Context: an optimization exercise on an open-source flow, tuned for small area. The choices shown serve that exercise and are no tape-out recipe.
Function was checked by simulation only, so behaviour that the tests miss may differ from the original.
No activity file was given, so power comes from the tool's default toggle rates.

==> flow/design.v (excerpt) <==
module manta_style (
    input clk,
    input rst,
    output [15:0] imem_addr,
    output        imem_re,
    input  [15:0] imem_rdata,
    output [15:0] dmem_addr,
    output        dmem_re,
    output        dmem_we,
    output [15:0] dmem_wdata,
    input  [15:0] dmem_rdata
);
Size: about 3000 cells after synthesis, about 330 flip-flops, ~85 I/O pins, ~23000 um^2 of cells after synthesis.
Settings: LEC_CHECK=0, ABC_AREA=1, CAP_MARGIN=20, CORE_MARGIN=2, CORE_UTILIZATION=60, CTS_BUF_LIST=sky130_fd_sc_hd__clkbuf_8, CTS_CLUSTER_DIAMETER=60, CTS_CLUSTER_SIZE=16, PLACE_DENSITY=0.75, SLEW_MARGIN=20; clock period 8.0 ns.
standard.sh (not shown) runs the stock make flow with config.mk's settings and CLKGATE_MAP_FILE= SYNTH_SCRIPT=/design/flow/synth_recipe.tcl, a recipe that flattens the netlist after the stock synthesis.
==> flow/flow/run.sh <==
#!/bin/bash
# Layout flow: the standard flow (standard.sh) unchanged except that the
# ports are buffered with buf_1 cells instead of the flow's default buffer.
# ORFS's own logs stay in orfs/logs; make's output goes to standard.log.
set -euo pipefail
bash standard.sh "BUFFER_PORTS_ARGS=-buffer_cell sky130_fd_sc_hd__buf_1" finish > standard.log 2>&1
The baseline finished clean.
==> next run, changes <==
Settings changed: CORE_UTILIZATION 60 to 40, CTS_BUF_LIST sky130_fd_sc_hd__clkbuf_8 to unset, CTS_CLUSTER_DIAMETER 60 to 100, CTS_CLUSTER_SIZE 16 to 24, PLACE_DENSITY 0.75 to 0.6.
What happened: The new run went through all stages and came out clean. Count of clock-buffer cells in the layout decreases by 8. Hold slack improved by 0.0076 ns. Design area increases by a few percent. Routed wire length goes up by a few percent. Combinational power went up slightly.
==> next run, changes <==
Settings changed: CORE_UTILIZATION 40 to 60, PLACE_DENSITY 0.6 to 0.75.
Sequential power is about the same.
Power shrinks by about 2.2%.
Via count grows by about 5%.

manta_style, a different RTL version from the one above (not shown whole).
For scale: roughly 330 flip-flops, about 85 I/O pins.
export LEC_CHECK = 0
export CAP_MARGIN = 20
export CORE_MARGIN = 2
export CORE_UTILIZATION = 40
export PLACE_DENSITY = 0.6
export SLEW_MARGIN = 20
create_clock -name core_clock -period 8.0 [get_ports {clk}]
run.sh (not shown) runs the stock make flow with config.mk's settings and CLKGATE_MAP_FILE= SYNTH_SCRIPT=/design/flow/synth_recipe.tcl, a recipe that flattens the netlist after the stock synthesis.
Stock flow here: none of the scripts above is used.
Next try:
Settings changed: ABC_AREA set to 1, CORE_UTILIZATION 40 to 55, CTS_BUF_LIST set to sky130_fd_sc_hd__clkbuf_4 sky130_fd_sc_hd__clkbuf_8, PLACE_DENSITY 0.6 to 0.7.
What happened: The new run finished with timing, DRC and antenna clean; global-route usage went up by 6.4 points; die area shrinks by 29%; critical path depth is lower by 2; setup slack gets better by 0.095 ns.
Next try:
Settings changed: CORE_UTILIZATION 55 to 40, CTS_BUF_LIST sky130_fd_sc_hd__clkbuf_4 sky130_fd_sc_hd__clkbuf_8 to unset, PLACE_DENSITY 0.7 to 0.6.
The new run completed with no timing, DRC or antenna violations.
Combinational power goes down by about 2%.
Global-route usage drops by 11 points.
Setup slack is worse by 0.045 ns.
Hold slack gains 0.0035 ns.
Count of clock-buffer cells in the layout came out lower by 21.
Power increases by about 0.44%.
Wire length came out higher by about 3.2%.
Core utilization falls by 17 points.
Die area goes up by about 37%.

Another version of the RTL of manta_style (not shown whole).
For scale: ~3,100 cells after synthesis, roughly 330 flip-flops, ~85 I/O pins, ~0.023 mm² of cells after synthesis.
## manta_style
module manta_style (
    input clk,
    input rst,
    output [15:0] imem_addr,
    output        imem_re,
    input  [15:0] imem_rdata,
    output [15:0] dmem_addr,
    output        dmem_re,
    output        dmem_we,
    output [15:0] dmem_wdata,
    input  [15:0] dmem_rdata
);
==> flow/config.mk <==
export PLATFORM = sky130hd
export DESIGN_NAME = manta_style
export DESIGN_NICKNAME = manta_style
export VERILOG_FILES = /design/flow/design.v
export SDC_FILE = /design/flow/constraint.sdc
export NUM_CORES = 4
export LEC_CHECK = 0
export ABC_AREA = 1
export CAP_MARGIN = 20
export CORE_MARGIN = 2
export CORE_UTILIZATION = 40
export PLACE_DENSITY = 0.6
export SLEW_MARGIN = 20
==> flow/constraint.sdc <==
create_clock -name core_clock -period 8.0 [get_ports {clk}]
set_input_delay 1.6000 -clock core_clock [delete_from_list [all_inputs] [get_ports {clk}]]
set_output_delay 1.6000 -clock core_clock [all_outputs]
set_load 0.01 [all_outputs]
standard.sh (not shown) runs the stock make flow with config.mk's settings and CLKGATE_MAP_FILE= SYNTH_SCRIPT=/design/flow/synth_recipe.tcl, a recipe that flattens the netlist after the stock synthesis.
Scripts as last shown in full above: flow/flow/run.sh
The starting point ran to the end with no violations.
Next try:
==> flow/run.sh (new file) <==
#!/bin/bash
# synth_recipe.tcl (not shown) runs the flow's synth.tcl, then flattens the netlist and writes it again
# the make line also repeats each setting of config.mk as NAME=value (left out here)
make -C /OpenROAD-flow-scripts/flow DESIGN_CONFIG=/design/flow/config.mk WORK_HOME=/design/flow/orfs CLKGATE_MAP_FILE= SYNTH_SCRIPT=/design/flow/synth_recipe.tcl finish
--- a/flow/config.mk
+++ b/flow/config.mk
@@ -10,4 +10,6 @@
 export CORE_MARGIN = 2
 export CORE_UTILIZATION = 40
+export CTS_CLUSTER_DIAMETER = 100
+export CTS_CLUSTER_SIZE = 30
 export PLACE_DENSITY = 0.6
 export SLEW_MARGIN = 20
removed: flow/flow/run.sh
removed: flow/standard.sh
The new run completed without violations.
First-iteration DRC count went down by 1.5%.
Fmax stays flat.
Wire length climbs by 8.6%.
Cell area climbs by 0.91%.
Worst hold slack improves by 0.0079 ns.
Via count went up by 1.3%.
Critical path depth drops by 3.
Power rose by 0.81%.
Next try:
--- a/flow/config.mk
+++ b/flow/config.mk
@@ -7,9 +7,8 @@
 export LEC_CHECK = 0
 export ABC_AREA = 1
-export CAP_MARGIN = 20
+export CAP_MARGIN = 10
 export CORE_MARGIN = 2
 export CORE_UTILIZATION = 40
-export CTS_CLUSTER_DIAMETER = 100
-export CTS_CLUSTER_SIZE = 30
+export GPL_TIMING_DRIVEN = 0
 export PLACE_DENSITY = 0.6
-export SLEW_MARGIN = 20
+export SLEW_MARGIN = 10
=> Sequential power hardly moves. Cell count rose by 1.6%. Sequential cell count does not change. Routed wire length falls by 1.3%. Cell area climbs by 4.0%. Die area does not change.

port drivers added, routing unchanged:
The results above use ideal ports. As a check the final layouts listed here were re-extracted and re-timed, cells and wires unchanged. Step 1: set_driving_cell puts a clkbuf_16 on clk and a buf_2 on each other input, an assumption about the parent block. Step 2 times the ports against the registers' clock, not the clock port: input delays grow and output delays shrink by t, the midpoint of the rising clock arrivals with the driver on. a / b / c = no drivers / after step 1 / after step 2; a / b = the first two.
| run | t (ns) | setup slack, ns | worst setup path after step 2 |
|---|---|---|---|
| the first run of note 1 | 0.750 | 0.285 / 0.231 / 0.419 | register to register |
| the second run of note 1 | 0.633 | 0.391 / 0.363 / 0.391 | register to register |
| the third run of note 1 | 0.617 | 0.270 / 0.213 / 0.386 | register to register |
| the first run of note 2 | 0.653 | 0.152 / 0.114 / 0.152 | register to register |
| the second run of note 2 | 0.724 | 0.246 / 0.190 / 0.351 | register to register |
| the third run of note 2 | 0.658 | 0.201 / 0.201 / 0.201 | register to register |
| the first run of note 3 | 0.647 | 0.347 / 0.343 / 0.347 | register to register |
| the second run of note 3 | 0.633 | 0.325 / 0.269 / 0.510 | register to register |
| the third run of note 3 | 0.643 | 0.263 / 0.204 / 0.363 | register to register |
After both steps every run listed still meets setup and hold.
